Context: an optimization exercise on an open-source flow, tuned for small area. The choices shown serve that exercise and are no tape-out recipe. In this exercise RTL edits were held to simulation tests only and were not proved equivalent to the original. Power figures rest on the tool's default switching activity, not on a simulated workload.

==> flow/flow/run.sh <==
#!/bin/bash
# The standard layout (standard.sh, the standard synthesis script included) with
# three changes made through ORFS's own variables:
#  - ABC maps the logic for area only (flow/abc_area.script: deepsyn, then
#    area-oriented &nf map with the delay target relaxed, no buffering or upsizing);
#  - clock tree synthesis without dummy loads;
#  - the port buffers are the smallest buffer cell.
# Registers are untouched: ABC runs without -dff, so the standard synthesis's
# flip-flops, their names and cell types, are kept.
set -euo pipefail
W=$PWD
rm -rf "$W/scripts_local"
cp -r "$FLOW_HOME/scripts" "$W/scripts_local"
cp "$W/flow/abc_area.script" "$W/scripts_local/abc_area.script"
export SCRIPTS_DIR="$W/scripts_local"
export CTS_ARGS="-sink_clustering_enable -repair_clock_nets -dont_use_dummy_load -buf_list sky130_fd_sc_hd__clkbuf_16 -sink_clustering_size 20 -sink_clustering_max_diameter 100"
export BUFFER_PORTS_ARGS="-buffer_cell sky130_fd_sc_hd__buf_1"
bash standard.sh > "$W/standard_flow.log" 2>&1
==> flow/flow/abc_area.script <==
strash
&get -n
&deepsyn -J 10 -T 900
&put
strash
&get -n
&nf -p -R 1000
&put
topo
dnsize -c
==> flow/standard.sh <==
#!/bin/bash
# synth_recipe.tcl (not shown) runs the flow's synth.tcl, then flattens the netlist and writes it again
# the make line also repeats each setting of config.mk as NAME=value (left out here)
make -C /OpenROAD-flow-scripts/flow DESIGN_CONFIG=/design/flow/config.mk WORK_HOME=/design/flow/orfs CLKGATE_MAP_FILE= SYNTH_SCRIPT=/design/flow/synth_recipe.tcl "${@:-finish}"
==> flow/config.mk <==
export PLATFORM = sky130hd
export DESIGN_NAME = vga_sprite_car_core
export DESIGN_NICKNAME = vga_sprite_car_core
export VERILOG_FILES = /design/flow/design.v
export SDC_FILE = /design/flow/constraint.sdc
export NUM_CORES = 4
export LEC_CHECK = 0
export ABC_AREA = 1
export CAP_MARGIN = 10
export CORE_MARGIN = 2
export CORE_UTILIZATION = 40
export PLACE_DENSITY = 0.6
export SLEW_MARGIN = 10
export SYNTH_MEMORY_MAX_BITS = 16384
==> flow/constraint.sdc <==
create_clock -name core_clock -period 10.0 [get_ports {clk}]
set_input_delay 2.0000 -clock core_clock [delete_from_list [all_inputs] [get_ports {clk}]]
set_output_delay 2.0000 -clock core_clock [all_outputs]
set_load 0.01 [all_outputs]
==> flow/design.v <==
module car_ram_lut (
   input  logic [3:0] yf,
   input  logic [4:0] xm,
   output logic [1:0] code
);
   always_comb
      case ({yf, xm})
         9'd2: code = 2'd3;
         9'd3: code = 2'd3;
         9'd4: code = 2'd3;
         9'd5: code = 2'd3;
         9'd6: code = 2'd3;
         9'd7: code = 2'd3;
         9'd8: code = 2'd3;
         9'd9: code = 2'd3;
         9'd10: code = 2'd3;
         9'd11: code = 2'd3;
         9'd34: code = 2'd3;
         9'd35: code = 2'd3;
         9'd36: code = 2'd3;
         9'd37: code = 2'd3;
         9'd38: code = 2'd3;
         9'd39: code = 2'd3;
         9'd40: code = 2'd3;
         9'd41: code = 2'd3;
         9'd42: code = 2'd3;
         9'd43: code = 2'd3;
         9'd66: code = 2'd3;
         9'd67: code = 2'd3;
         9'd68: code = 2'd3;
         9'd69: code = 2'd3;
         9'd70: code = 2'd3;
         9'd71: code = 2'd3;
         9'd72: code = 2'd3;
         9'd73: code = 2'd3;
         9'd74: code = 2'd3;
         9'd75: code = 2'd3;
         9'd82: code = 2'd3;
         9'd83: code = 2'd3;
         9'd84: code = 2'd3;
         9'd85: code = 2'd3;
         9'd86: code = 2'd3;
         9'd87: code = 2'd3;
         9'd88: code = 2'd3;
         9'd89: code = 2'd3;
         9'd90: code = 2'd3;
         9'd91: code = 2'd3;
         9'd98: code = 2'd3;
         9'd99: code = 2'd3;
         9'd100: code = 2'd3;
         9'd101: code = 2'd3;
         9'd102: code = 2'd3;
         9'd103: code = 2'd3;
         9'd104: code = 2'd3;
         9'd105: code = 2'd3;
         9'd106: code = 2'd3;
         9'd107: code = 2'd3;
         9'd114: code = 2'd3;
         9'd115: code = 2'd3;
         9'd116: code = 2'd3;
         9'd117: code = 2'd3;
         9'd118: code = 2'd3;
         9'd119: code = 2'd3;
         9'd120: code = 2'd3;
         9'd121: code = 2'd3;
         9'd122: code = 2'd3;
         9'd123: code = 2'd3;
         9'd130: code = 2'd3;
         9'd131: code = 2'd3;
         9'd132: code = 2'd3;
         9'd133: code = 2'd3;
         9'd134: code = 2'd3;
         9'd135: code = 2'd3;
         9'd136: code = 2'd3;
         9'd137: code = 2'd3;
         9'd138: code = 2'd3;
         9'd139: code = 2'd3;
         9'd146: code = 2'd3;
         9'd147: code = 2'd3;
         9'd148: code = 2'd3;
         9'd149: code = 2'd3;
         9'd150: code = 2'd3;
         9'd151: code = 2'd3;
         9'd152: code = 2'd3;
         9'd153: code = 2'd3;
         9'd154: code = 2'd3;
         9'd155: code = 2'd3;
         9'd162: code = 2'd3;
         9'd163: code = 2'd3;
         9'd164: code = 2'd3;
         9'd165: code = 2'd3;
         9'd166: code = 2'd3;
         9'd167: code = 2'd3;
         9'd168: code = 2'd3;
         9'd169: code = 2'd3;
         9'd170: code = 2'd3;
         9'd171: code = 2'd3;
         9'd178: code = 2'd3;
         9'd179: code = 2'd3;
         9'd180: code = 2'd3;
         9'd181: code = 2'd3;
         9'd182: code = 2'd3;
         9'd183: code = 2'd3;
         9'd184: code = 2'd3;
         9'd185: code = 2'd3;
         9'd186: code = 2'd3;
         9'd187: code = 2'd3;
         9'd194: code = 2'd3;
         9'd195: code = 2'd3;
         9'd196: code = 2'd3;
         9'd197: code = 2'd3;
         9'd198: code = 2'd3;
         9'd199: code = 2'd3;
         9'd200: code = 2'd3;
         9'd201: code = 2'd3;
         9'd202: code = 2'd3;
         9'd203: code = 2'd3;
         9'd210: code = 2'd3;
         9'd211: code = 2'd3;
         9'd212: code = 2'd3;
         9'd213: code = 2'd3;
         9'd214: code = 2'd3;
         9'd215: code = 2'd3;
         9'd216: code = 2'd3;
         9'd217: code = 2'd3;
         9'd218: code = 2'd3;
         9'd219: code = 2'd3;
         9'd229: code = 2'd1;
         9'd230: code = 2'd1;
         9'd231: code = 2'd1;
         9'd246: code = 2'd1;
         9'd247: code = 2'd1;
         9'd261: code = 2'd1;
         9'd262: code = 2'd1;
         9'd263: code = 2'd1;
         9'd278: code = 2'd1;
         9'd279: code = 2'd1;
         9'd290: code = 2'd2;
         9'd291: code = 2'd2;
         9'd292: code = 2'd2;
         9'd293: code = 2'd2;
         9'd294: code = 2'd2;
         9'd295: code = 2'd2;
         9'd296: code = 2'd2;
         9'd297: code = 2'd2;
         9'd298: code = 2'd2;
         9'd299: code = 2'd2;
         9'd300: code = 2'd2;
         9'd301: code = 2'd2;
         9'd302: code = 2'd2;
         9'd303: code = 2'd2;
         9'd304: code = 2'd2;
         9'd305: code = 2'd2;
         9'd306: code = 2'd2;
         9'd307: code = 2'd2;
         9'd308: code = 2'd2;
         9'd309: code = 2'd2;
         9'd310: code = 2'd2;
         9'd311: code = 2'd2;
         9'd312: code = 2'd2;
         9'd313: code = 2'd2;
         9'd314: code = 2'd2;
         9'd315: code = 2'd2;
         9'd322: code = 2'd2;
         9'd323: code = 2'd2;
         9'd324: code = 2'd2;
         9'd325: code = 2'd2;
         9'd326: code = 2'd2;
         9'd327: code = 2'd2;
         9'd328: code = 2'd2;
         9'd329: code = 2'd2;
         9'd330: code = 2'd2;
         9'd331: code = 2'd2;
         9'd332: code = 2'd2;
         9'd333: code = 2'd2;
         9'd334: code = 2'd2;
         9'd335: code = 2'd2;
         9'd336: code = 2'd2;
         9'd337: code = 2'd2;
         9'd338: code = 2'd2;
         9'd339: code = 2'd2;
         9'd340: code = 2'd2;
         9'd341: code = 2'd2;
         9'd342: code = 2'd2;
         9'd343: code = 2'd2;
         9'd344: code = 2'd2;
         9'd345: code = 2'd2;
         9'd346: code = 2'd2;
         9'd347: code = 2'd2;
         9'd352: code = 2'd1;
         9'd353: code = 2'd1;
         9'd354: code = 2'd1;
         9'd355: code = 2'd1;
         9'd356: code = 2'd1;
         9'd357: code = 2'd1;
         9'd358: code = 2'd1;
         9'd359: code = 2'd1;
         9'd360: code = 2'd1;
         9'd361: code = 2'd1;
         9'd362: code = 2'd1;
         9'd363: code = 2'd1;
         9'd364: code = 2'd2;
         9'd365: code = 2'd2;
         9'd366: code = 2'd2;
         9'd367: code = 2'd2;
         9'd368: code = 2'd1;
         9'd369: code = 2'd1;
         9'd370: code = 2'd1;
         9'd371: code = 2'd1;
         9'd372: code = 2'd1;
         9'd373: code = 2'd1;
         9'd374: code = 2'd2;
         9'd375: code = 2'd2;
         9'd376: code = 2'd2;
         9'd377: code = 2'd2;
         9'd378: code = 2'd2;
         9'd379: code = 2'd2;
         9'd380: code = 2'd2;
         9'd381: code = 2'd2;
         9'd384: code = 2'd1;
         9'd385: code = 2'd1;
         9'd386: code = 2'd1;
         9'd387: code = 2'd1;
         9'd388: code = 2'd1;
         9'd389: code = 2'd1;
         9'd390: code = 2'd1;
         9'd391: code = 2'd1;
         9'd392: code = 2'd1;
         9'd393: code = 2'd1;
         9'd394: code = 2'd1;
         9'd395: code = 2'd1;
         9'd396: code = 2'd2;
         9'd397: code = 2'd2;
         9'd398: code = 2'd2;
         9'd399: code = 2'd2;
         9'd400: code = 2'd1;
         9'd401: code = 2'd1;
         9'd402: code = 2'd1;
         9'd403: code = 2'd1;
         9'd404: code = 2'd1;
         9'd405: code = 2'd1;
         9'd406: code = 2'd2;
         9'd407: code = 2'd2;
         9'd408: code = 2'd2;
         9'd409: code = 2'd2;
         9'd410: code = 2'd2;
         9'd411: code = 2'd2;
         9'd412: code = 2'd2;
         9'd413: code = 2'd2;
         9'd416: code = 2'd1;
         9'd417: code = 2'd1;
         9'd418: code = 2'd2;
         9'd419: code = 2'd2;
         9'd420: code = 2'd3;
         9'd421: code = 2'd3;
         9'd422: code = 2'd2;
         9'd423: code = 2'd2;
         9'd424: code = 2'd3;
         9'd425: code = 2'd3;
         9'd426: code = 2'd2;
         9'd427: code = 2'd2;
         9'd428: code = 2'd3;
         9'd429: code = 2'd2;
         9'd430: code = 2'd2;
         9'd431: code = 2'd2;
         9'd432: code = 2'd2;
         9'd433: code = 2'd2;
         9'd434: code = 2'd1;
         9'd435: code = 2'd1;
         9'd436: code = 2'd1;
         9'd437: code = 2'd1;
         9'd438: code = 2'd1;
         9'd439: code = 2'd1;
         9'd440: code = 2'd2;
         9'd441: code = 2'd2;
         9'd442: code = 2'd2;
         9'd443: code = 2'd2;
         9'd444: code = 2'd2;
         9'd445: code = 2'd2;
         9'd446: code = 2'd2;
         9'd450: code = 2'd2;
         9'd451: code = 2'd2;
         9'd452: code = 2'd3;
         9'd453: code = 2'd3;
         9'd454: code = 2'd2;
         9'd455: code = 2'd2;
         9'd456: code = 2'd3;
         9'd457: code = 2'd3;
         9'd458: code = 2'd2;
         9'd459: code = 2'd2;
         9'd460: code = 2'd3;
         9'd461: code = 2'd3;
         9'd462: code = 2'd2;
         9'd463: code = 2'd2;
         9'd464: code = 2'd2;
         9'd465: code = 2'd2;
         9'd466: code = 2'd1;
         9'd467: code = 2'd1;
         9'd468: code = 2'd1;
         9'd469: code = 2'd1;
         9'd470: code = 2'd1;
         9'd471: code = 2'd1;
         9'd472: code = 2'd2;
         9'd473: code = 2'd2;
         9'd474: code = 2'd2;
         9'd475: code = 2'd2;
         9'd476: code = 2'd2;
         9'd477: code = 2'd2;
         9'd478: code = 2'd2;
         9'd479: code = 2'd2;
         9'd482: code = 2'd2;
         9'd483: code = 2'd2;
         9'd484: code = 2'd3;
         9'd485: code = 2'd3;
         9'd486: code = 2'd2;
         9'd487: code = 2'd2;
         9'd488: code = 2'd3;
         9'd489: code = 2'd3;
         9'd490: code = 2'd2;
         9'd491: code = 2'd2;
         9'd492: code = 2'd3;
         9'd493: code = 2'd3;
         9'd494: code = 2'd2;
         9'd495: code = 2'd2;
         9'd496: code = 2'd2;
         9'd497: code = 2'd2;
         9'd498: code = 2'd1;
         9'd499: code = 2'd1;
         9'd500: code = 2'd1;
         9'd501: code = 2'd1;
         9'd502: code = 2'd1;
         9'd503: code = 2'd1;
         9'd504: code = 2'd2;
         9'd505: code = 2'd2;
         9'd506: code = 2'd2;
         9'd507: code = 2'd2;
         9'd508: code = 2'd2;
         9'd509: code = 2'd2;
         9'd510: code = 2'd2;
         9'd511: code = 2'd2;
         default: code = 2'd0;
      endcase
endmodule
module car_src (
   input  logic [10:0] p,
   input  logic [5:0]  p_hi_m1,
   input  logic        p_hi_nz,
   input  logic [10:0] p0,
   output logic        hit
);
   logic [5:0] g;
   assign g[0] = 1'b1;
   for (genvar k = 0; k < 5; k++) begin : c
      assign g[k+1] = (~p0[k] & p[k]) | (~p0[k] & g[k]) | (p[k] & g[k]);
   end
   logic [5:0] tgt;
   assign tgt = g[5] ? p[10:5] : p_hi_m1;
   assign hit = (g[5] | p_hi_nz) & (p0[10:5] == tgt);
endmodule
module vga_sprite_car_core
   #(parameter CD = 12,    
               ADDR_WIDTH = 13,
               KEY_COLOR = 0
   )
   (
    input  logic clk, reset,
    input  logic [10:0] x, y,
    input  logic cs,
    input  logic write,
    input  logic [13:0] addr,
    input  logic [31:0] wr_data,
    input  logic [11:0] si_rgb,
    output logic [11:0] so_rgb
   );
   localparam N = 20;
   logic [10:0] xo [0:N-1];
   logic [10:0] yo [0:N-1];
   logic [3:0]  ct [0:N-1];
   logic [N-1:0] vld;
   logic bypass_reg;
   logic wr_reg;
   logic [5:0] a;
   logic a_x, a_y, a_c;
   assign wr_reg = cs & write & addr[13];
   assign a = addr[5:0];
   always_comb begin
      a_x = 1'b0; a_y = 1'b0; a_c = 1'b0;
      for (int k = 0; k < N; k++) begin
         if (a == 6'(3*k+1)) a_x = 1'b1;
         if (a == 6'(3*k+2)) a_y = 1'b1;
         if (a == 6'(3*k+3)) a_c = 1'b1;
      end
   end
   logic [10:0] dx, dy;
   logic [3:0]  dc;
   assign dx = ~(wr_data[10:0] & {11{a_x}});    
   assign dy = ~(wr_data[10:0] & {11{a_y}});
   assign dc = wr_data[3:0] & {4{a_c}};
   always_ff @(posedge clk, posedge reset)
      if (reset)
         bypass_reg <= 1'b0;
      else if (wr_reg && a == 6'd0)
         bypass_reg <= wr_data[0];
   logic [5:0] x_hi_m1, y_hi_m1;
   logic x_hi_nz, y_hi_nz, base_hit;
   assign x_hi_m1 = x[10:5] - 6'd1;
   assign y_hi_m1 = y[10:5] - 6'd1;
   assign x_hi_nz = |x[10:5];
   assign y_hi_nz = |y[10:5];
   assign base_hit = ~x_hi_nz & ~y_hi_nz;    
   logic [N-1:0] hit;
   logic [14:0] d [0:N-1];
   genvar i;
   generate
      for (i = 0; i < N; i++) begin : spr
         logic ws, hx, hy;
         assign ws = wr_reg && a >= 6'(3*i+1) && a <= 6'(3*i+3);
         always_ff @(posedge clk)
            if (ws & (a_x | ~vld[i])) xo[i] <= dx;
         always_ff @(posedge clk)
            if (ws & (a_y | ~vld[i])) yo[i] <= dy;
         always_ff @(posedge clk)
            if (ws & (a_c | ~vld[i])) ct[i] <= dc;
         always_ff @(posedge clk, posedge reset)
            if (reset)
               vld[i] <= 1'b0;
            else if (ws)
               vld[i] <= 1'b1;
         car_src hxu (.p(x), .p_hi_m1(x_hi_m1), .p_hi_nz(x_hi_nz), .p0(~xo[i]), .hit(hx));
         car_src hyu (.p(y), .p_hi_m1(y_hi_m1), .p_hi_nz(y_hi_nz), .p0(~yo[i]), .hit(hy));
         assign hit[i] = vld[i] ? (hx & hy) : base_hit;
         assign d[i] = {vld[i], ct[i], ~yo[i][4:0], ~xo[i][4:0]};
      end
   endgenerate
   logic [15:0] t0 [0:19];
   logic [15:0] t1 [0:9];
   logic [15:0] t2 [0:4];
   logic [15:0] t3 [0:2];
   logic [15:0] t4 [0:1];
   logic [15:0] t5;
   function automatic logic [15:0] pick(input logic [15:0] lo, input logic [15:0] hi);
      pick = {lo[15] | hi[15], lo[15] ? lo[14:0] : hi[14:0]};
   endfunction
   always_comb begin
      for (int k = 0; k < N; k++)
         t0[k] = {(k == N-1) ? 1'b1 : hit[k], d[k]};
      for (int k = 0; k < 10; k++)
         t1[k] = pick(t0[2*k], t0[2*k+1]);
      for (int k = 0; k < 5; k++)
         t2[k] = pick(t1[2*k], t1[2*k+1]);
      t3[0] = pick(t2[0], t2[1]);
      t3[1] = pick(t2[2], t2[3]);
      t3[2] = t2[4];
      t4[0] = pick(t3[0], t3[1]);
      t4[1] = t3[2];
      t5 = pick(t4[0], t4[1]);
   end
   logic [14:0] ds, de;
   assign ds = t5[14:0];
   assign de = ds[14] ? ds : 15'd0;
   logic covered;
   assign covered = |hit;
   logic [4:0] xr, yr, xm;
   logic [3:0] yf;
   logic [1:0] img, body, code;
   assign xr = x[4:0] - de[4:0];
   assign yr = y[4:0] - de[9:5];
   assign img = de[11:10];
   assign body = de[13:12];
   assign xm = xr ^ {5{img[0]}};
   assign yf = yr[3:0] ^ {4{yr[4]}};
   car_ram_lut rom (.yf(yf), .xm(xm), .code(code));
   logic [1:0] code_reg, ecode_reg, body_reg;
   always_ff @(posedge clk)
      code_reg <= img[1] ? 2'd0 : code;
   always_ff @(posedge clk) begin
      ecode_reg <= covered ? code_reg : 2'd0;
      body_reg <= body;
   end
   logic [11:0] spr_rgb;
   always_comb
      case (ecode_reg)
         2'd1: spr_rgb = 12'h0f0;
         2'd2:
            case (body_reg)
               2'd0: spr_rgb = 12'hfff;
               2'd1: spr_rgb = 12'hf00;
               2'd2: spr_rgb = 12'hfa0;
               default: spr_rgb = 12'h088;
            endcase
         default: spr_rgb = 12'hf00;
      endcase
   assign so_rgb = (bypass_reg || ecode_reg == 2'd0) ? si_rgb : spr_rgb;
endmodule
==> results of run 1 <==
cells by family (layout without fill, tap and decap cells):
| kind of cell | Yosys count | in the layout | synth area share |
|---|---|---|---|
| and+or+nand+nor | 536 | 536 | 0.0913 |
| adders and majority gates | 28 | 28 | 0.0128 |
| xor gates and xnor gates | 222 | 222 | 0.0713 |
| buffers and inverters | 61 | 377 | 0.00840 |
| DFF | 547 | 547 | 0.596 |
| muxes | 123 | 123 | 0.0475 |
| AOI/OAI and AO/OA | 710 | 710 | 0.172 |
layout by cell type (no fill, tap or decap), types with 21 or more instances in the layout:
| master | netlist | layout |
|---|---|---|
| a22oi_1 | 48 | 48 |
| nand4_1 | 22 | 22 |
| clkbuf_16 | 0 | 31 |
| o221ai_1 | 43 | 43 |
| clkinv_1 | 61 | 61 |
| nor3_1 | 36 | 33 |
| dfrtp_1 | 21 | 21 |
| nor2_1 | 136 | 136 |
| xor2_1 | 107 | 107 |
| o22ai_1 | 94 | 94 |
| a222oi_1 | 26 | 26 |
| a21oi_1 | 187 | 183 |
| edfxtp_1 | 520 | 520 |
| nand2b_1 | 32 | 32 |
| mux2_1 | 52 | 52 |
| mux2i_1 | 71 | 71 |
| xnor2_1 | 115 | 115 |
| nor2b_1 | 26 | 26 |
| a2111oi_0 | 27 | 25 |
| buf_1 | 0 | 55 |
| buf_4 | 0 | 217 |
| o21ai_0 | 116 | 116 |
| nand2_1 | 196 | 196 |
| a211oi_1 | 30 | 30 |
synthesized netlist by cell type, types with 21 or more instances:
master | n | area [um^2]
edfxtp_1 | 520 | 15600
nand2_1 | 196 | 736
a21oi_1 | 187 | 936
nor2_1 | 136 | 510
o21ai_0 | 116 | 581
xnor2_1 | 115 | 1010
xor2_1 | 107 | 937
o22ai_1 | 94 | 588
mux2i_1 | 71 | 711
clkinv_1 | 61 | 229
mux2_1 | 52 | 586
a22oi_1 | 48 | 360
o221ai_1 | 43 | 377
nor3_1 | 36 | 180
nand2b_1 | 32 | 200
a211oi_1 | 30 | 225
a2111oi_0 | 27 | 236
a222oi_1 | 26 | 260
nor2b_1 | 26 | 163
a221oi_1 | 22 | 193
nand4_1 | 22 | 138
dfrtp_1 | 21 | 526
where the power goes:
group          internal [mW]  total [mW]  switching, mW  leakage (nW)
Combinational          0.280       0.791          0.511          4.88
Sequential              2.57        2.64         0.0668          5.58
Clock                  0.548        1.28          0.730         0.382
worst max-delay path: cells and delay by family:
family	cells	cell delay (ns)
AO/OA/AOI/OAI	18	3.85
AND/OR/NAND/NOR	7	1.13
XOR/XNOR	4	0.68
buffers and inverters	6	1.31
adder cells (fa/ha/maj)	1	0.50
per-stage QoR:
step | hold WS, ns | cell area (um^2) | worst slack (ns) | instances
after floorplan | 0.407 | 27300 | 0.235 | 2227
after global placement | 0.496 | 30400 | 0.510 | 3385
after detailed placement | 0.488 | 30400 | 0.384 | 3385
after CTS | 0.510 | 31100 | 0.972 | 3416
after global routing | 0.531 | 31100 | 0.338 | 3416
final | 0.516 | 31100 | 1.05 | 3416
how the worst min path moves through the flow:
stage / from / endpoint / slack, ns / cells past startpoint
5_1_grt: code_reg[1]$_SDFF_PP0_ / ecode_reg[1]$_SDFF_PN0_ / 0.53 / 1
2_1_floorplan: code_reg[0]$_SDFF_PP0_ / ecode_reg[0]$_SDFF_PN0_ / 0.41 / 1
3_3_place_gp: code_reg[1]$_SDFF_PP0_ / ecode_reg[1]$_SDFF_PN0_ / 0.50 / 1
3_5_place_dp: code_reg[0]$_SDFF_PP0_ / ecode_reg[0]$_SDFF_PN0_ / 0.49 / 1
4_1_cts: code_reg[0]$_SDFF_PP0_ / ecode_reg[0]$_SDFF_PN0_ / 0.51 / 1
6_report: code_reg[1]$_SDFF_PP0_ / ecode_reg[1]$_SDFF_PN0_ / 0.52 / 1
layer usage:
metal	track usage	wire length (um)	vias up
li1	-	-	9455
met1	0.403	41800	10900
met2	0.454	46800	1355
met3	0.0462	10600	182
met4	0.104	4230	0
met5	0	0	-
final cells by class:
type,instances,share of cell area
timing repair buffer,285,0.0615
multi-input combinational,1619,0.349
clock buffer,31,0.0249
tap,873,0.0351
sequential,547,0.522
inverter,61,0.00735
==> metrics.md, run 1 <==
| Metric | Value |
|---|---|
| Flops & latches, synth | roughly 550 |
| Final setup viols | 0 |
| Seq/Total Area, Yosys | 0.596 |
| Drt drc | 0 |
| Die footprint | between 70000 and 80000 um^2 |
| Crit path largest cell delay | ~0.50 ns |
| Synth Area per Inst | between 10 and 15 um^2 |
| Final Critical Period | 8.95 ns |
| Setup TNS | 0 ns |
| Routed len/inst | 30.3 um |
| R2r endpoint | code_reg[1]$_SDFF_PP0_ |
| Final net count | approximately 2700 |
| H-tree levels | 1 |
| Synthesized area | ~27000 um^2 |
| Clk slew on worst S/H paths | 0.09 ns |
| Core Region | 67300 um^2 |
| HP Class | flop to flop |
| Startpoint types | input port |
| Max Cap Violations | 0 |
| CTS tree | done |
| Die X-Extent | roughly 270 um |
| Clock Latency Late Sink | around 0.63 ns |
| Fillers | between 6000 and 7000 |
| WL final | between 100000 and 150000 um |
| Reg2Reg Launch Point | yo[13][1]$_DFFE_PP_ |
| Critical Path RT | about 11 ns |
| Final hold violation count | 0 |
| Power, Total | 4.71 mW |
| # IOs | 96 |
| Lkg Pwr | between 10 and 15 nW |
| GRT Total Usage | 0.288 |
| Vias | between 20000 and 25000 |
| Relative slew slack | 0.134 |
| Clock Skew | approximately 0.044 ns |
| Worst Tran Pin Value | 1.30 ns |
| Num CTS Buffers | 31 |
| Post_cts resized | 0 |
| Critical-path top delay cell | fa_1 |
| Vias in the first global route | 20200 |
| WS Path Type | input port to flop |
| Drt first pass iters | 6 |
| CP dominant cell by count | buf_4 |
| Clk buf depth | 3 |
| Initial DRC count | around 3400 |
| Unrepaired setup endpoints after global routing | false |
| Crit Path Max Fanout | 24 |
| Slew Limit Fails | 0 |
| Primary FF master, synth | edfxtp_1 |
| Unique masters post-synth | 64 |
| Initial antenna violation count | 2 |
| Setup crit end | code_reg[1]$_SDFF_PP0_ |
| Post-synth EDFFs | 520 |
| Largest regs | xo: 220 flops, yo: 220 flops, ct: 80 flops |
| Post-synth ARST share | 0.0384 |
| P&R area growth vs syn | 14.2% |
| Die Y | 265 um |
| Status | no timing/DRC/antenna violations |
| First-pass GRT wire length | ~150000 um |
| Synth Instances | around 2200 |
| Net Count, Synth | 2332 |
| Port Buffer Count | 67 |
| Hpwl dp | between 70000 and 80000 um |
| Peak VDD IR | roughly 150 uV |
| Worst-case reg-to-reg path depth | 32 |
| Detail Route Antenna Nets | 0 |
| Grt total ovfl | 0 |
| Vias per std cell | roughly 6.4 |
| GPL Wtd Cong | ~0.96 |
| Cell Rows | 95 |
| CTS Sinks | 547 |
| Area of the multi-input gates | about 11000 um^2 |
| Final period util | 0.895 |
| Max Freq | between 100 and 150 MHz |
| Share of layout cells above drive strength 1 | 0.108 |
| Clock Root Buffer | clkbuf_16 |
| CP startpoint | x[1] |
| Post-CTS setup buffers | 0 |
| CP arrival | about 9.5 ns |
| Worst R2R Setup Slack | 2.51 ns |
| Ys Warns | 11 |
| Pwr per Cell Area | between 150 and 200 nW/um^2 |
| Starting Density | 0.405 |
| Antenna diodes | 0 |
| Cts hold-fix bufs | 0 |
| FF+latch area | approximately 16000 um^2 |
| CP Capture Type | flop |
| Fin util | 0.463 |
| Largest net degree at the start of global routing | 27 |
==> inputs of run 2 (changes only) <==
--- a/flow/flow/run.sh
+++ b/flow/flow/run.sh
@@ -15,3 +15,3 @@
 export SCRIPTS_DIR="$W/scripts_local"
-export CTS_ARGS="-sink_clustering_enable -repair_clock_nets -dont_use_dummy_load -buf_list sky130_fd_sc_hd__clkbuf_16 -sink_clustering_size 20 -sink_clustering_max_diameter 100"
+export CTS_ARGS='-sink_clustering_enable -repair_clock_nets -dont_use_dummy_load -buf_list {sky130_fd_sc_hd__clkbuf_8 sky130_fd_sc_hd__clkbuf_16} -sink_clustering_size 20 -sink_clustering_max_diameter 100'
 export BUFFER_PORTS_ARGS="-buffer_cell sky130_fd_sc_hd__buf_1"
==> flow/flow/abc_area.script (replaced) <==
strash
&get -n
&deepsyn -J 10 -T 900
&put
strash
&get -n
&nf -p -R 1000
&put
topo
buffer -c -N 12
dnsize -c
--- a/flow/config.mk
+++ b/flow/config.mk
@@ -11,3 +11,5 @@
 export CORE_UTILIZATION = 40
+export GPL_TIMING_DRIVEN = 0
 export PLACE_DENSITY = 0.6
+export SETUP_SLACK_MARGIN = 0.3
 export SLEW_MARGIN = 10
==> metrics.md, run 2 <==
| Metric | Value |
|---|---|
| WL final | 108000 um |
| Cts hold-fix bufs | 0 |
| CP Capture Type | flop |
| # IOs | 96 |
| Clk slew on worst S/H paths | ~0.09 ns |
| Final Critical Period | approximately 9.5 ns |
| Count leader, synth | edfxtp_1 |
| Drt first pass iters | 9 |
| Starting Density | 0.404 |
| CTS Sinks | between 500 and 600 |
| H-tree levels | 1 |
| Sw Share | 0.288 |
| Core Region | roughly 68000 um^2 |
| Non-Filler Instances | around 3400 |
| Pwr per Cell Area | 152 nW/um^2 |
| Pint | between 3 and 4 mW |
| GRT Total Usage | 0.296 |
| Num CTS Buffers | 31 |
| Max Freq | 105 MHz |
| Die Y | roughly 270 um |
| Unrepaired setup endpoints after global routing | false |
| Grt total ovfl | 0 |
| Vias | roughly 22000 |
| Clk buf depth | 3 |
| Met2 GRT Util | 0.463 |
| Largest area contributor in the netlist | edfxtp_1 |
| Slew Limit Fails | 0 |
| Final setup viols | 0 |
| Largest regs | xo: 220 flops, yo: 220 flops, ct: 80 flops |
| Flops & latches, synth | approximately 550 |
| Cell Rows | 96 |
| CTS tree | done |
| Adder-Cell Fraction of Synth Area | 0.0126 |
| Startpoint types | input port |
| Largest net degree at the start of global routing | 22 |
| Final hold violation count | 0 |
| Post-Synth XOR/XNOR Area | 0.0703 |
| GPL Wtd Cong | between 0.9 and 1 |
| Fillers | roughly 6200 |
| Die footprint | ~71000 um^2 |
| Clock Root Buffer | clkbuf_16 |
| HP Class | flop to flop |
| Met3 usage | 0.0659 |
| Seq/Total Area, Yosys | 0.588 |
| Grt peak-use layer | met2 |
| Synth Area per Inst | around 12 um^2 |
| Compound-Gate Fraction of Synth Area | 0.170 |
| Comb power frac | 0.168 |
| Vias in the first global route | 20900 |
| Mux share of post-synthesis cell area | 0.0469 |
| Net Count, Synth | 2432 |
| Port Buffer Count | 55 |
| Post-synthesis simple-gate area fraction | 0.0902 |
| Max Cap Violations | 0 |
| Share of layout cells above drive strength 1 | 0.131 |
| Largest cells by area after synthesis | edfxtp_1, xnor2_1, xor2_1 |
| Worst Tran Pin Value | around 1.3 ns |
| Relative slew slack | 0.130 |
| Final period util | 0.952 |
| Synth Instances | 2327 |
| First-pass GRT wire length | ~150000 um |
| Die X-Extent | 267 um |
| Post-synth EDFFs | between 500 and 600 |
| Drt drc | 0 |
| Commonest non-fill, non-tap cells in the layout | edfxtp_1, nand2_1, a21oi_1, nor2_1, xnor2_1 |
| Met1 Use GR | 0.383 |
| Critical Path RT | approximately 11 ns |
| P&R area growth vs syn | 13.1% |
| Crit Path Max Fanout | 12 |
| Clock Skew | approximately 0.050 ns |
| Post-synth ARST share | 0.0384 |
| Initial antenna violation count | 5 |
| Share of the synthesized area in the top cell type | 0.565 |
| Ys Warns | 11 |
| Detail Route Antenna Nets | 0 |
| Seq pwr share | 0.560 |
| Primary FF master, synth | edfxtp_1 |
| Post-synth top cells | edfxtp_1, nand2_1, a21oi_1 |
| Lkg Pwr | about 11 nW |
| Unique masters post-synth | 72 |
| Routed len/inst | approximately 32 um |
| Most common cell after layout, fill and taps aside | edfxtp_1 |
| Peak VDD IR | between 150 and 200 uV |
| Power share of the clock group | 0.272 |
| Hpwl dp | between 70000 and 80000 um |
| CP arrival | 10.12 ns |
| Initial DRC count | around 3300 |
| WS Path Type | input port to flop |
| Largest family of logic cells by synthesized area | compound AO/OA/AOI/OAI gates |
| Final net count | about 2600 |
| Vias per std cell | 6.52 |
| Clock Latency Late Sink | about 0.65 ns |
| Synthesized area | 27700 um^2 |
| Status | no timing/DRC/antenna violations |
| P_sw | around 1.4 mW |
| Placed cell count | 3302 |
| Fin util | 0.457 |
run 2: changes by cell type in the layout (fill, tap and decap cells not counted), moves of 45 or more:
cell,change
buf_4,-187
clkinv_1,-61
inv_1,+56
mux2_1,-52
mux2_2,+52
clkbuf_1,+45
run 2: path summary, 6_finish.rpt:
check / endpoint / slack, ns / start / depth (start not counted)
hold reg to reg: ecode_reg[1]$_SDFF_PN0_ / 0.45 / code_reg[1]$_SDFF_PP0_ / 1
setup reg to reg: code_reg[0]$_SDFF_PP0_ / 1.96 / xo[1][1]$_DFFE_PP_ / 31
min in group asynchronous: bypass_reg$_DFFE_PP0P_ / 1.52 / reset / 2
setup / recovery: code_reg[0]$_SDFF_PP0_ / 0.48 / y[7] / 28
max in group asynchronous: vld[4]$_DFFE_PP0P_ / 7.89 / reset / 2
hold / removal: ecode_reg[1]$_SDFF_PN0_ / 0.45 / code_reg[1]$_SDFF_PP0_ / 1
run 2: area by class of cell:
cell class | instances | area (um^2) | share of cell area
Tap cell | 882 | 1100 | 0.0353
Clock buffer | 31 | 776 | 0.0248
Multi-Input combinational cell | 1619 | 11600 | 0.369
Antenna cell | 1 | 2.50 | 0.0000800
Inverter | 61 | 234 | 0.00748
Sequential cell | 547 | 16300 | 0.520
Buffer | 98 | 468 | 0.0150
Timing Repair Buffer | 118 | 881 | 0.0282
run 2: power by group through the flow:
stage | logic, mW | registers (mW) | clock network [mW]
global route | 0.847 | 2.66 | 1.36
finish | 0.798 | 2.66 | 1.29
global placement | 0.695 | 2.69 | 0
floorplan | 0.463 | 2.65 | 0
CTS | 0.768 | 2.65 | 1.29
detailed placement | 0.728 | 2.70 | 0
run 2: kinds of logic (layout without fill, tap and decap cells):
logic type | after synthesis | count (layout)
muxes | 123 | 123
xor gates and xnor gates | 222 | 222
and+or+nand+nor | 536 | 536
AOI/OAI and AO/OA | 710 | 710
adders and majority gates | 28 | 28
buffers and inverters | 161 | 308
DFF | 547 | 547
other | 0 | 1
run 2: metrics by stage:
step	power, mW	setup TNS, ns	worst slack [ns]	hold WS, ns	instance area, um^2
5_1_grt	4.86	0	0.288	0.464	31300
2_1_floorplan	3.11	0	0.449	0.406	27700
4_1_cts	4.70	0	0.348	0.463	31100
3_3_place_gp	3.39	-13.74	-5.20	0.421	29000
3_5_place_dp	3.43	-9.60	-4.23	0.433	29700
6_report	4.74	0	0.484	0.452	31300
run 2: worst max-delay path: stages:
cell       delay (ns)
buf_1            0.20
buf_2            0.50
buf_1            0.91
xor2_1           0.20
nand3_1          0.15
a2111oi_1        0.65
nand4_1          0.42
nor2b_1          0.31
nor2_4           0.48
inv_1            0.22
o221a_2          0.30
o221ai_1         0.07
a31oi_1          0.14
a311o_1          0.37
a2111oi_4        0.43
a41oi_1          0.17
fa_1             0.49
a21o_1           0.17
a21oi_1          0.18
xor2_1           0.25
xnor2_2          0.22
xor2_4           0.31
or2_2            0.19
nor2_1           0.04
a2111oi_0        0.36
nor2_1           0.12
nor2_1           0.12
o32a_1           0.15
run 2: layer usage:
layer / vias to the layer above / wire (um)
li1: 9303 / -
met1: 10800 / 40000
met2: 1539 / 47700
met3: 286 / 12600
met4: 4 / 7400
met5: - / 21
run 2: timing repair:
| item | CTS | global route |
|---|---|---|
| resized for setup | 131 | 54 |
| setup endpoints to repair | 4 | 2 |
| setup buffers | 18 | 7 |
| pin swaps | 9 | 8 |
==> inputs of run 3 (changes only) <==
--- a/flow/design.v
+++ b/flow/design.v
@@ -471,8 +471,14 @@
    assign yf = yr[3:0] ^ {4{yr[4]}};
-   car_ram_lut rom (.yf(yf), .xm(xm), .code(code));
-   logic [1:0] code_reg, ecode_reg, body_reg;
-   always_ff @(posedge clk)
-      code_reg <= img[1] ? 2'd0 : code;
+   logic [3:0] yf_reg;
+   logic [4:0] xm_reg;
+   logic blank_reg;
    always_ff @(posedge clk) begin
-      ecode_reg <= covered ? code_reg : 2'd0;
+      yf_reg <= yf;
+      xm_reg <= xm;
+      blank_reg <= img[1];
+   end
+   car_ram_lut rom (.yf(yf_reg), .xm(xm_reg), .code(code));
+   logic [1:0] ecode_reg, body_reg;
+   always_ff @(posedge clk) begin
+      ecode_reg <= (covered && !blank_reg) ? code : 2'd0;
       body_reg <= body;
--- a/flow/flow/run.sh
+++ b/flow/flow/run.sh
@@ -15,3 +15,3 @@
 export SCRIPTS_DIR="$W/scripts_local"
-export CTS_ARGS='-sink_clustering_enable -repair_clock_nets -dont_use_dummy_load -buf_list {sky130_fd_sc_hd__clkbuf_8 sky130_fd_sc_hd__clkbuf_16} -sink_clustering_size 20 -sink_clustering_max_diameter 100'
+export CTS_ARGS="-sink_clustering_enable -repair_clock_nets -dont_use_dummy_load -buf_list sky130_fd_sc_hd__clkbuf_16 -sink_clustering_size 20 -sink_clustering_max_diameter 100"
 export BUFFER_PORTS_ARGS="-buffer_cell sky130_fd_sc_hd__buf_1"
--- a/flow/config.mk
+++ b/flow/config.mk
@@ -11,5 +11,3 @@
 export CORE_UTILIZATION = 40
-export GPL_TIMING_DRIVEN = 0
 export PLACE_DENSITY = 0.6
-export SETUP_SLACK_MARGIN = 0.3
 export SLEW_MARGIN = 10
==> metrics.md, run 3 <==
| Metric | Value |
|---|---|
| Status | no timing/DRC/antenna violations |
| Ys Warns | 11 |
| Slew Limit Fails | 0 |
| Critical Path RT | 10.50 ns |
| Final setup viols | 0 |
| Largest net degree at the start of global routing | 35 |
| Die Y | roughly 270 um |
| Place WS | around 0.66 ns |
| Post-synth EDFFs | 520 |
| CP arrival | about 9.4 ns |
| Final Critical Period | between 8 and 9 ns |
| Vias per std cell | approximately 6.2 |
| Flops & latches, synth | about 560 |
| Peak VDD IR | between 100 and 150 uV |
| Seq/Total Area, Yosys | 0.590 |
| Hpwl dp | 72700 um |
| Area of the multi-input gates | approximately 11000 um^2 |
| Clock Skew | ~0.034 ns |
| Share of the synthesized area in the top cell type | 0.561 |
| Num CTS Buffers | 31 |
| Fillers | 6306 |
| Count leader, synth | edfxtp_1 |
| Unrepaired setup endpoints after global routing | false |
| Lkg Pwr | approximately 11 nW |
| Initial antenna violation count | 4 |
| Max Freq | 113 MHz |
| Initial DRC count | about 3000 |
| Largest area contributor in the netlist | edfxtp_1 |
| Post-synth ARST share | 0.0378 |
| Synth Area per Inst | 12.2 um^2 |
| Share of layout cells above drive strength 1 | 0.0995 |
| Startpoint types | input port |
| Synthesized area | roughly 28000 um^2 |
| Largest cells by area after synthesis | edfxtp_1, maj3_1, xnor2_1 |
| H-tree levels | 1 |
| Most common cell after layout, fill and taps aside | edfxtp_1 |
| Pwr per Cell Area | about 150 nW/um^2 |
| Crit Path Max Fanout | 13 |
| Primary FF master, synth | edfxtp_1 |
| First-pass GRT wire length | between 100000 and 150000 um |
| Net Count, Synth | ~2400 |
| Core Region | between 60000 and 70000 um^2 |
| GRT Total Usage | 0.279 |
| Clock Root Buffer | clkbuf_16 |
| Post-synth top cells | edfxtp_1, nor2_1, a21oi_1 |
| Synth Instances | between 2000 and 2500 |
| Setup TNS | 0 ns |
| Cell Rows | 96 |
| Drt drc | 0 |
| Port Buffer Count | 67 |
| Final hold violation count | 0 |
| Fin worst setup slack | between 1 and 1.5 ns |
| Grt total ovfl | 0 |
| # IOs | 96 |
| Unique masters post-synth | 67 |
| Final net count | around 2500 |
| GPL Wtd Cong | ~1.0 |
| Clk buf depth | 3 |
| CTS tree | done |
| Clock Latency Late Sink | 0.64 ns |
| Die footprint | ~72000 um^2 |
| HP Class | flop to flop |
| WS Path Type | input port to flop |
| Max Cap Violations | 0 |
| Starting Density | 0.405 |
| Relative slew slack | 0.170 |
| Routed len/inst | 30.5 um |
| Commonest non-fill, non-tap cells in the layout | edfxtp_1, nor2_1, nand2_1, a21oi_1, buf_4 |
| FF+latch area | between 15000 and 20000 um^2 |
| Largest regs | xo: 220 flops, yo: 220 flops, ct: 80 flops |
| Die X-Extent | roughly 270 um |
| Final period util | 0.888 |
| Detail Route Antenna Nets | 0 |
| Drt first pass iters | 6 |
| P&R area growth vs syn | 10.5% |
| WL final | 102000 um |
| Cts hold-fix bufs | 0 |
| Vias | roughly 21000 |
| CP Capture Type | flop |
| Vias in the first global route | 19500 |
| CTS Sinks | roughly 560 |
| Post_cts resized | 0 |
| Worst R2R Setup Slack | ~2.4 ns |
| Post-CTS setup buffers | 0 |
| Worst Tran Pin Value | around 1.2 ns |
| Clk slew on worst S/H paths | approximately 0.09 ns |
[run 3: changes by cell type after synthesis, moves of 39 or more]
cell | previous run | this run
maj3_1 | 7 | 120
nor2_1 | 136 | 197
nand2_1 | 196 | 146
a22oi_1 | 48 | 3
a21oi_1 | 187 | 148
o22ai_1 | 94 | 55
[run 3: area by class of cell]
cell class | count | share of cell area
clock buffer | 31 | 0.0252
antenna | 1 | 0.0000813
inverter | 58 | 0.00708
multi-input combinational | 1573 | 0.354
sequential | 555 | 0.534
tap | 931 | 0.0379
timing repair buffer | 204 | 0.0418
[run 3: worst max-delay path, stage by stage]
cell	delay, ns
buf_1	0.33
buf_4	0.32
maj3_1	0.39
maj3_1	0.37
maj3_1	0.57
and4b_1	0.29
o21ai_0	0.62
a2111oi_0	0.16
a41oi_1	0.28
buf_4	0.19
nand2_1	0.09
or3_1	0.40
nor3_1	0.56
nand2b_1	0.26
buf_4	0.24
nand2b_1	0.33
o221a_2	0.33
a21o_1	0.17
inv_1	0.08
fa_1	0.21
inv_1	0.05
a21o_1	0.15
a21oi_1	0.16
xor2_1	0.19
xnor2_1	0.15
buf_4	0.16
xor2_1	0.33
[run 3: logic make-up (layout without fill, tap and decap cells)]
family / count (synthesis) / in the layout / share of synthesized area
mux: 119 / 119 / 0.0447
compound gates: 557 / 557 / 0.134
flops: 555 / 555 / 0.590
xor+xnor: 213 / 213 / 0.0670
fa+ha+maj: 141 / 141 / 0.0531
buf+inv: 159 / 293 / 0.0214
other cells: 0 / 1 / 0
simple gates: 543 / 543 / 0.0900
[run 3: routing by layer]
layer  routed length [um]  GRT usage  up-vias
met5                   15          0        -
met4                 5270      0.130        2
met3                11100     0.0586      205
met2                44700      0.425     1237
met1                41200      0.383    10500
li1                     -          -     8987
[run 3: where the power goes]
| group | total, mW | switching, mW | internal [mW] |
|---|---|---|---|
| registers | 2.72 | 0.106 | 2.62 |
| logic | 0.696 | 0.461 | 0.235 |
| clock network | 1.30 | 0.749 | 0.548 |
[run 3: stage by stage]
step / hold WS (ns) / power (mW) / area (um^2) / instances / utilization
final: 0.537 / 4.72 / 30800 / 3353 / 0.448
after global routing: 0.545 / 4.84 / 30800 / 3352 / 0.448
after CTS: 0.540 / 4.70 / 30800 / 3352 / 0.448
after detailed placement: 0.526 / 3.45 / 30000 / 3321 / 0.436
after global placement: 0.527 / 3.43 / 30000 / 3321 / 0.436
after floorplan: 0.461 / 3.15 / 27800 / 2287 / -
[run 3: final timing paths]
path / to / start / cells past startpoint
setup / recovery: yf_reg[1]$_DFF_P_ / x[2] / 27
hold reg to reg: ecode_reg[1]$_SDFF_PN0_ / blank_reg$_SDFF_PN0_ / 2
hold / removal: ecode_reg[1]$_SDFF_PN0_ / blank_reg$_SDFF_PN0_ / 2
setup reg to reg: yf_reg[1]$_DFF_P_ / xo[1][1]$_DFFE_PP_ / 27
min in group asynchronous: vld[16]$_DFFE_PP0P_ / reset / 2
max in group asynchronous: vld[8]$_DFFE_PP0P_ / reset / 2
==> inputs of run 4 (changes only) <==
==> flow/flow/abc_area.script (replaced) <==
strash
&get -n
&deepsyn -J 10 -T 900
&put
strash
&get -n
&nf -p -R 1000
&put
topo
dnsize -c
==> metrics.md, run 4 <==
| Metric | Value |
|---|---|
| Status | no timing/DRC/antenna violations |
| Clock Root Buffer | clkbuf_16 |
| Die Y | 266 um |
| # IOs | 96 |
| Crit Path Max Fanout | 11 |
| P&R area growth vs syn | 12.7% |
| Critical Path RT | between 10 and 15 ns |
| Port Buffer Count | between 60 and 70 |
| Clock Skew | between 0.06 and 0.07 ns |
| CTS tree | done |
| Cts hold-fix bufs | 0 |
| H-tree levels | 2 |
| Largest regs | xo: 220 flops, yo: 220 flops, ct: 80 flops |
| Synth Instances | about 2200 |
| GPL Wtd Cong | between 0.9 and 1 |
| CP arrival | about 9.5 ns |
| Place WS | ~0.47 ns |
| Final Cell Area | between 30000 and 40000 um^2 |
| Final net count | around 2600 |
| GRT Total Usage | 0.286 |
| Die footprint | approximately 71000 um^2 |
| Max Freq | between 100 and 150 MHz |
| Post_cts resized | 0 |
| Flops & latches, synth | between 500 and 600 |
| Grt total ovfl | 0 |
| Non-Filler Instances | about 3300 |
| CTS Sinks | 555 |
| Fin util | 0.454 |
| Critical-path top delay cell | o41ai_1 |
| Initial antenna violation count | 2 |
| WS Path Type | input port to flop |
| Pwr per Cell Area | roughly 160 nW/um^2 |
| Core Region | between 60000 and 70000 um^2 |
| Fin worst setup slack | around 0.97 ns |
| Post-placement cell area | around 30000 um^2 |
| Drt first pass iters | 8 |
| Ys Warns | 11 |
| Primary FF master, synth | edfxtp_1 |
| Post-synth ARST share | 0.0378 |
| CP Capture Type | flop |
| Unique masters post-synth | a little over 60 |
| Starting Density | 0.402 |
| Commonest non-fill, non-tap cells in the layout | edfxtp_1, nor2_1, buf_4, nand2_1, a21oi_1 |
| Clk buf depth | 3 |
| Final period util | 0.903 |
| Final hold violation count | 0 |
| Most common cell after layout, fill and taps aside | edfxtp_1 |
| Clk slew on worst S/H paths | 0.09 ns |
| Vias per std cell | 6.26 |
| Fillers | ~6200 |
| Num CTS Buffers | 34 |
| Final Critical Period | 9.03 ns |
| Clock Latency Late Sink | about 0.60 ns |
| Placed cell count | around 3300 |
| Worst Tran Pin Value | 1.21 ns |
| Post-synth top cells | edfxtp_1, nor2_1, a21oi_1 |
| Count leader, synth | edfxtp_1 |
| Largest cells by area after synthesis | edfxtp_1, maj3_1, xnor2_1 |
| Crit path largest cell delay | between 0.8 and 0.9 ns |
| Vias | 20800 |
| Initial DRC count | around 3300 |
| Setup TNS | 0 ns |
| Drt drc | 0 |
| Cell Rows | 96 |
| WL final | 102000 um |
| Net Count, Synth | 2291 |
| Unrepaired setup endpoints after global routing | false |
| CP dominant cell by count | nand2_1 |
| Seq/Total Area, Yosys | 0.598 |
| Largest net degree at the start of global routing | 35 |
| Synthesized area | about 27000 um^2 |
| Synth Area per Inst | 12.6 um^2 |
| Largest area contributor in the netlist | edfxtp_1 |
| Final setup viols | 0 |
| Startpoint types | input port |
| Share of layout cells above drive strength 1 | 0.0866 |
| Max Cap Violations | 0 |
| Vias in the first global route | ~19000 |
| Relative slew slack | 0.194 |
| Post-synth EDFFs | between 500 and 600 |
| Post-CTS setup buffers | 0 |
| Routed len/inst | 30.8 um |
| HP Class | flop to flop |
| First-pass GRT wire length | 143000 um |
| Detail Route Antenna Nets | 0 |
| Hpwl dp | ~73000 um |
| Share of the synthesized area in the top cell type | 0.569 |
| Die X-Extent | about 270 um |
| Peak VDD IR | around 100 uV |
| Slew Limit Fails | 0 |
| Lkg Pwr | 10.6 nW |
## run 4: cell count changes after synthesis, sizes merged
cell | previous run | this run
buf | 15 | 0
clkbuf | 86 | 0
clkinv | 0 | 58
inv | 58 | 0
## run 4: cell type report
type	instances	area, um^2	area share
flip-flops and latches	555	16400	0.531
diodes	1	2.50	0.0000809
multi-input cells	1573	10900	0.352
repair buffers	227	1460	0.0472
well taps	882	1100	0.0357
inverters	58	218	0.00704
clock buffers	34	851	0.0275
## run 4: path summary, 6_finish.rpt
check | to | from | depth (start not counted) | slack [ns]
worst min register to register | ecode_reg[1]$_SDFF_PN0_ | blank_reg$_SDFF_PN0_ | 2 | 0.52
worst max register to register | yf_reg[1]$_DFF_P_ | yo[0][0]$_DFFE_PP_ | 28 | 2.30
min in group asynchronous | vld[1]$_DFFE_PP0P_ | reset | 2 | 1.46
max in group asynchronous | vld[5]$_DFFE_PP0P_ | reset | 2 | 8.08
worst min-delay path | ecode_reg[1]$_SDFF_PN0_ | blank_reg$_SDFF_PN0_ | 2 | 0.52
worst max-delay path | yf_reg[1]$_DFF_P_ | y[0] | 29 | 0.97
## run 4: cells by family (layout without fill, tap and decap cells)
kind of cell | after synthesis | count (layout) | share of synthesized area
xor+xnor | 213 | 213 | 0.0679
buf+inv | 58 | 319 | 0.00793
mux | 119 | 119 | 0.0453
compound gates | 557 | 557 | 0.136
simple gates | 543 | 543 | 0.0911
fa+ha+maj | 141 | 141 | 0.0539
flops | 555 | 555 | 0.598
other cells | 0 | 1 | 0
## run 4: per-stage QoR
step                hold WS (ns)  power (mW)
global route               0.553        4.94
global placement           0.522        3.44
finish                     0.523        4.80
CTS                        0.533        4.79
detailed placement         0.526        3.46
floorplan                  0.461        3.11
## run 4: where the power goes
part           internal [mW]  total [mW]  switching, mW
logic                  0.242       0.702          0.461
registers               2.62        2.73          0.112
clock network          0.608        1.37          0.760
total                   3.47        4.80           1.33
## run 4: metal layers
metal	GRT usage	part of all wire	vias up
li1	-	-	9061
met1	0.390	0.40	10300
met2	0.438	0.44	1293
met3	0.0663	0.11	199
met4	0.120	0.048	0
met5	0	0	-
## run 4: worst max-delay path, delay by kind of cell
family	cells	cell delay, ns
adders and majority gates	5	1.98
buffers and inverters	4	0.61
AOI/OAI and AO/OA	9	2.57
and+or+nand+nor	8	1.60
xor gates and xnor gates	3	0.71
==> inputs of run 5 (changes only) <==
--- a/flow/flow/run.sh
+++ b/flow/flow/run.sh
@@ -15,3 +15,3 @@
 export SCRIPTS_DIR="$W/scripts_local"
-export CTS_ARGS="-sink_clustering_enable -repair_clock_nets -dont_use_dummy_load -buf_list sky130_fd_sc_hd__clkbuf_16 -sink_clustering_size 20 -sink_clustering_max_diameter 100"
+export CTS_ARGS='-sink_clustering_enable -repair_clock_nets -dont_use_dummy_load -buf_list sky130_fd_sc_hd__clkbuf_8 -sink_clustering_size 16 -sink_clustering_max_diameter 60'
 export BUFFER_PORTS_ARGS="-buffer_cell sky130_fd_sc_hd__buf_1"
==> flow/flow/abc_area.script (replaced) <==
strash
&get -n
&deepsyn -J 10 -T 900
&put
strash
&get -n
&nf -p -R 1000
&put
topo
buffer -c -N 12
dnsize -c
==> metrics.md, run 5 <==
| Metric | Value |
|---|---|
| Synth Area per Inst | between 10 and 15 um^2 |
| Num CTS Buffers | between 40 and 50 |
| Most common cell after layout, fill and taps aside | edfxtp_1 |
| Largest regs | xo: 220 flops, yo: 220 flops, ct: 80 flops |
| Final Critical Period | between 8 and 9 ns |
| Primary FF master, synth | edfxtp_1 |
| Power share of the clock group | 0.251 |
| Largest cells by area after synthesis | edfxtp_1, maj3_1, xnor2_1 |
| Synth Instances | between 2000 and 2500 |
| Count leader, synth | edfxtp_1 |
| Critical Path RT | ~11 ns |
| Slew Limit Fails | 0 |
| Startpoint types | input port |
| Commonest non-fill, non-tap cells in the layout | edfxtp_1, nor2_1, nand2_1, a21oi_1, buf_4 |
| Port Buffer Count | 67 |
| # IOs | between 90 and 100 |
| Vias | ~21000 |
| Clock Root Buffer | clkbuf_8 |
| Die X-Extent | ~270 um |
| Adder-Cell Fraction of Synth Area | 0.0531 |
| Crit path largest cell delay | roughly 0.76 ns |
| First-pass GRT wire length | approximately 140000 um |
| Critical-path top delay cell | o41ai_1 |
| Max Cap Violations | 0 |
| Seq pwr share | 0.597 |
| Starting Density | 0.405 |
| Flops & latches, synth | 555 |
| Non-Filler Instances | 3368 |
| Post-synth ARST share | 0.0378 |
| Largest net degree at the start of global routing | 35 |
| Unique masters post-synth | 67 |
| Net Count, Synth | around 2400 |
| CP top delay family | compound AO/OA/AOI/OAI gates |
| Post-Synth XOR/XNOR Area | 0.0670 |
| Largest family of logic cells by synthesized area | compound AO/OA/AOI/OAI gates |
| Die footprint | roughly 70000 um^2 |
| Post-CTS setup buffers | 0 |
| Final period util | 0.889 |
| CTS tree | done |
| Drt first pass iters | 9 |
| P&R area growth vs syn | 9.94% |
| Seq/Total Area, Yosys | 0.590 |
| Synthesized area | around 28000 um^2 |
| Lkg Pwr | roughly 11 nW |
| GRT Total Usage | 0.282 |
| Initial DRC count | 3027 |
| Peak VDD IR | just under 100 uV |
| GPL Wtd Cong | 1.01 |
| Clock Skew | 0.0781 ns |
| Comb power frac | 0.152 |
| Cell Rows | 96 |
| Largest area contributor in the netlist | edfxtp_1 |
| Sw Share | 0.287 |
| Vias in the first global route | 19600 |
| Status | no timing/DRC/antenna violations |
| Fillers | around 6300 |
| Share of layout cells above drive strength 1 | 0.105 |
| Mux share of post-synthesis cell area | 0.0447 |
| Post-synthesis simple-gate area fraction | 0.0900 |
| Final hold violation count | 0 |
| Routed len/inst | roughly 30 um |
| Post_cts resized | 0 |
| Cts hold-fix bufs | 0 |
| Detail Route Antenna Nets | 0 |
| Drt drc | 0 |
| HP Class | flop to flop |
| Unrepaired setup endpoints after global routing | false |
| P_sw | roughly 1.3 mW |
| Crit Path Max Fanout | 11 |
| Hpwl dp | between 70000 and 80000 um |
| H-tree levels | 2 |
| Pwr per Cell Area | between 100 and 150 nW/um^2 |
| Worst Tran Pin Value | 1.22 ns |
| Relative slew slack | 0.184 |
| WL final | ~100000 um |
| CP arrival | approximately 9.4 ns |
| CP Buf/Inv Count | 5 |
| Post-synth EDFFs | 520 |
| CP dominant cell by count | nand2_1 |
| Vias per std cell | 6.20 |
| Final setup viols | 0 |
| CP Capture Type | flop |
| Core Region | 68700 um^2 |
| Share of the synthesized area in the top cell type | 0.561 |
| Max Freq | 112 MHz |
| Clock Latency Late Sink | 0.69 ns |
| Compound-Gate Fraction of Synth Area | 0.134 |
| Die Y | between 200 and 300 um |
| Clk buf depth | 3 |
| Ys Warns | 11 |
| CTS Sinks | approximately 560 |
| Post-synth top cells | edfxtp_1, nor2_1, a21oi_1 |
| Pint | between 3 and 4 mW |
| Grt total ovfl | 0 |
| Initial antenna violation count | 5 |
| Clk slew on worst S/H paths | roughly 0.1 ns |
| WS Path Type | input port to flop |
| Placed cell count | 3321 |
| Final net count | 2542 |
| Setup TNS | 0 ns |
run 5: cell types whose count changed after synthesis, sizes merged:
cell / change
clkinv: -58
inv: +58
buf: +15
clkbuf: +86
run 5: cell families after synthesis:
kind of cell	Yosys count
flip-flops	555
multiplexers	119
adder cells (fa/ha/maj)	141
AND/OR/NAND/NOR	543
buffers and inverters	159
XOR/XNOR	213
AO/OA/AOI/OAI	557
run 5: final timing paths:
kind,start,slack (ns),cells after the start,endpoint
max in group asynchronous,reset,7.72,2,vld[18]$_DFFE_PP0P_
worst min register to register,blank_reg$_SDFF_PN0_,0.55,2,ecode_reg[1]$_SDFF_PN0_
worst max register to register,yo[0][0]$_DFFE_PP_,2.37,29,yf_reg[1]$_DFF_P_
worst min-delay path,blank_reg$_SDFF_PN0_,0.55,2,ecode_reg[1]$_SDFF_PN0_
worst max-delay path,y[0],1.11,30,yf_reg[1]$_DFF_P_
min in group asynchronous,reset,1.57,2,vld[2]$_DFFE_PP0P_
run 5: metrics by stage:
stage                     utilization  power, mW  cell area (um^2)  hold WS, ns  setup WS (ns)
after floorplan                     -       3.15             27800        0.461           1.45
after global placement          0.436       3.43             30000        0.527          0.744
after detailed placement        0.436       3.45             30000        0.526          0.664
after CTS                       0.446       4.57             30600        0.548           1.39
after global routing            0.446       4.70             30600        0.557          0.954
final                           0.446       4.57             30600        0.548           1.11
run 5: layout make-up:
cell class,instances,area [um^2],share of cell area
clock buffer,45,619,0.0202
inverter,58,218,0.00711
antenna,2,5.00,0.000163
tap,931,1160,0.0380
timing repair buffer,204,1290,0.0421
multi-input combinational,1573,10900,0.356
sequential,555,16400,0.536
run 5: worst min-delay path: cells and delay by family (launching register included):
family             cells  cell delay [ns]
and+or+nand+nor        1             0.07
AOI/OAI and AO/OA      1             0.11
DFF                    1             0.32
run 5: power groups by stage:
stage	combinational (mW)	sequential (mW)	clock (mW)
floorplan	0.446	2.71	0
finish	0.697	2.73	1.15
global route	0.740	2.73	1.23
detailed placement	0.680	2.77	0
CTS	0.684	2.72	1.16
global placement	0.665	2.77	0
run 5: routing by layer:
layer	up-vias	GRT usage	routed length [um]
met5	-	0	18
met4	2	0.132	5200
met3	207	0.0655	11500
met2	1239	0.429	45300
met1	10400	0.382	40700
li1	9016	-	-
==> inputs of run 6 (changes only) <==
--- a/flow/flow/run.sh
+++ b/flow/flow/run.sh
@@ -17,2 +17,3 @@
 export BUFFER_PORTS_ARGS="-buffer_cell sky130_fd_sc_hd__buf_1"
+export GPL_KEEP_OVERFLOW=0.3
 bash standard.sh > "$W/standard_flow.log" 2>&1
==> metrics.md, run 6 <==
| Metric | Value |
|---|---|
| Status | no timing/DRC/antenna violations |
| Core Region | approximately 70000 um^2 |
| Relative slew slack | 0.0781 |
| Post-CTS setup buffers | 0 |
| Initial antenna violation count | 5 |
| Vias | ~21000 |
| CP dominant cell by count | buf_4 |
| Max Freq | between 100 and 150 MHz |
| P&R area growth vs syn | 12.9% |
| Share of the synthesized area in the top cell type | 0.561 |
| Met2 GRT Util | 0.450 |
| Drt first pass iters | 9 |
| Crit path largest cell delay | roughly 0.52 ns |
| Die Y | approximately 270 um |
| Initial DRC count | about 2800 |
| Largest regs | xo: 220 flops, yo: 220 flops, ct: 80 flops |
| # IOs | between 90 and 100 |
| Critical Path RT | between 10 and 15 ns |
| Startpoint types | input port |
| CP top delay family | simple AND/OR/NAND/NOR gates |
| CTS tree | done |
| CP arrival | approximately 9.2 ns |
| Lkg Pwr | 11.0 nW |
| Clock Latency Late Sink | 0.69 ns |
| CP Buf/Inv Count | 8 |
| HP Class | flop to flop |
| Seq/Total Area, Yosys | 0.590 |
| Crit Path Max Fanout | 23 |
| Ys Warns | 11 |
| Slew Limit Fails | 0 |
| Fillers | roughly 6300 |
| Routed len/inst | around 29 um |
| Cts hold-fix bufs | 0 |
| Critical-path top delay cell | maj3_1 |
| Largest cells by area after synthesis | edfxtp_1, maj3_1, xnor2_1 |
| Final period util | 0.862 |
| GPL Wtd Cong | a little under 1 |
| Num CTS Buffers | between 40 and 50 |
| Die footprint | 71700 um^2 |
| Power, Total | 4.58 mW |
| Pwr per Cell Area | 146 nW/um^2 |
| H-tree levels | 2 |
| GRT Total Usage | 0.275 |
| Met1 Use GR | 0.358 |
| Synth Instances | ~2300 |
| Flops & latches, synth | approximately 560 |
| CTS Sinks | approximately 560 |
| Vias per std cell | 6.10 |
| Port Buffer Count | 67 |
| Largest net degree at the start of global routing | 25 |
| Setup TNS | 0 ns |
| Net Count, Synth | 2392 |
| Die X-Extent | about 270 um |
| Synth Area per Inst | around 12 um^2 |
| Drt drc | 0 |
| First-pass GRT wire length | between 100000 and 150000 um |
| Starting Density | 0.405 |
| Unrepaired setup endpoints after global routing | false |
| Unique masters post-synth | 67 |
| Detail Route Antenna Nets | 0 |
| Most common cell after layout, fill and taps aside | edfxtp_1 |
| Largest area contributor in the netlist | edfxtp_1 |
| Share of layout cells above drive strength 1 | 0.148 |
| Clk buf depth | 3 |
| Post_cts resized | 0 |
| Max Cap Violations | 0 |
| Post-synth top cells | edfxtp_1, nor2_1, a21oi_1 |
| Clk slew on worst S/H paths | about 0.1 ns |
| CP Capture Type | flop |
| Met3 usage | 0.0488 |
| Commonest non-fill, non-tap cells in the layout | edfxtp_1, buf_4, nor2_1, nand2_1, a21oi_1 |
| Primary FF master, synth | edfxtp_1 |
| Grt peak-use layer | met2 |
| Final Critical Period | about 8.6 ns |
| Peak VDD IR | 81.7 uV |
| Clock Skew | 0.0635 ns |
| Grt total ovfl | 0 |
| Final setup viols | 0 |
| WL final | a little under 100000 um |
| Hpwl dp | 71600 um |
| Final hold violation count | 0 |
| Post-synth EDFFs | 520 |
| WS Path Type | input port to flop |
| Clock Root Buffer | clkbuf_8 |
| Worst Tran Pin Value | ~1.4 ns |
| Cell Rows | between 90 and 100 |
| Post-synth ARST share | 0.0378 |
| Count leader, synth | edfxtp_1 |
| Final net count | roughly 2600 |
| Vias in the first global route | slightly above 20000 |
| Synthesized area | about 28000 um^2 |
## run 6: kinds of logic after synthesis
kind of cell / count (synthesis) / share of synthesized area
compound gates: 557 / 0.134
xor+xnor: 213 / 0.0670
fa+ha+maj: 141 / 0.0531
buf+inv: 159 / 0.0214
flops: 555 / 0.590
mux: 119 / 0.0447
simple gates: 543 / 0.0900
## run 6: tightest hold or removal path, stage by stage, from the launching register on
cell and delay [ns]:
dfxtp_1 0.33, nor2_1 0.06, o21a_1 0.10
## run 6: through the flow
| stage | hold slack, ns | instances | cell area (um^2) | utilization | worst slack [ns] |
|---|---|---|---|---|---|
| after detailed placement | 0.511 | 3407 | 30800 | 0.448 | 0.862 |
| final | 0.530 | 3454 | 31400 | 0.458 | 1.38 |
| after global placement | 0.490 | 3407 | 30800 | 0.448 | 0.840 |
| after global routing | 0.555 | 3454 | 31400 | 0.458 | 1.07 |
| after floorplan | 0.461 | 2287 | 27800 | - | 1.45 |
| after CTS | 0.532 | 3452 | 31400 | 0.457 | 1.51 |
## run 6: area by class of cell
cell class                      instances  area, um^2  area share
Sequential cell                       555       16400       0.522
Tap cell                              931        1160      0.0371
Inverter                               58         218     0.00693
Antenna cell                            2        5.00    0.000159
Clock buffer                           45         619      0.0197
Multi-Input combinational cell       1573       11000       0.351
Timing Repair Buffer                  290        1970      0.0625
## run 6: power by group
part	switching, mW	internal, mW
combinational	0.459	0.262
clock	0.740	0.403
sequential	0.102	2.62
## run 6: path summary, 6_finish.rpt
kind	startpoint	end	slack, ns	cells after the start
worst max-delay path	x[1]	yf_reg[1]$_DFF_P_	1.38	31
worst min-delay path	blank_reg$_SDFF_PN0_	ecode_reg[1]$_SDFF_PN0_	0.53	2
worst max register to register	xo[5][0]$_DFFE_PP_	yf_reg[1]$_DFF_P_	2.83	30
worst min register to register	blank_reg$_SDFF_PN0_	ecode_reg[1]$_SDFF_PN0_	0.53	2
max in group asynchronous	reset	vld[19]$_DFFE_PP0P_	7.89	2
min in group asynchronous	reset	vld[17]$_DFFE_PP0P_	1.49	2
## run 6: layer usage
metal  vias to the layer above  routed length, um
met4                         0               4780
li1                       9179                  -
met2                      1054              46600
met5                         -                  0
met1                     10600              39100
met3                       227               8900

[afterwards: timing with drivers on the ports]
No port has a modelled driver above. Below, the same layouts with a new extraction and two added sets of constraints. Step 1, drivers: a clkbuf_16 drives clk and a buf_2 each remaining input, both assumed. Step 2 also shifts input and output timing later by t, the mid clock arrival at the registers, as if the neighbouring blocks saw the same clock. Three values: no drivers, after step 1, after step 2; two values: the first two.
run | t (ns) | setup WS [ns] | worst setup path at the end
run 1 | 0.665 | 1.053 / 1.029 / 0.364 | input to register
run 2 | 0.692 | 0.484 / 0.515 / -0.177 | input to register
run 3 | 0.683 | 1.124 / 1.164 / 0.481 | input to register
run 4 | 0.631 | 0.969 / 1.018 / 0.388 | input to register
run 5 | 0.702 | 1.107 / 1.136 / 0.434 | input to register
run 6 | 0.713 | 1.378 / 1.386 / 0.673 | input to register
Met with ideal ports but missed after step 2: setup timing in run 2. The setup slack of run 6, which loses most, moves by +0.008 ns with the drivers and by -0.705 ns with both steps.
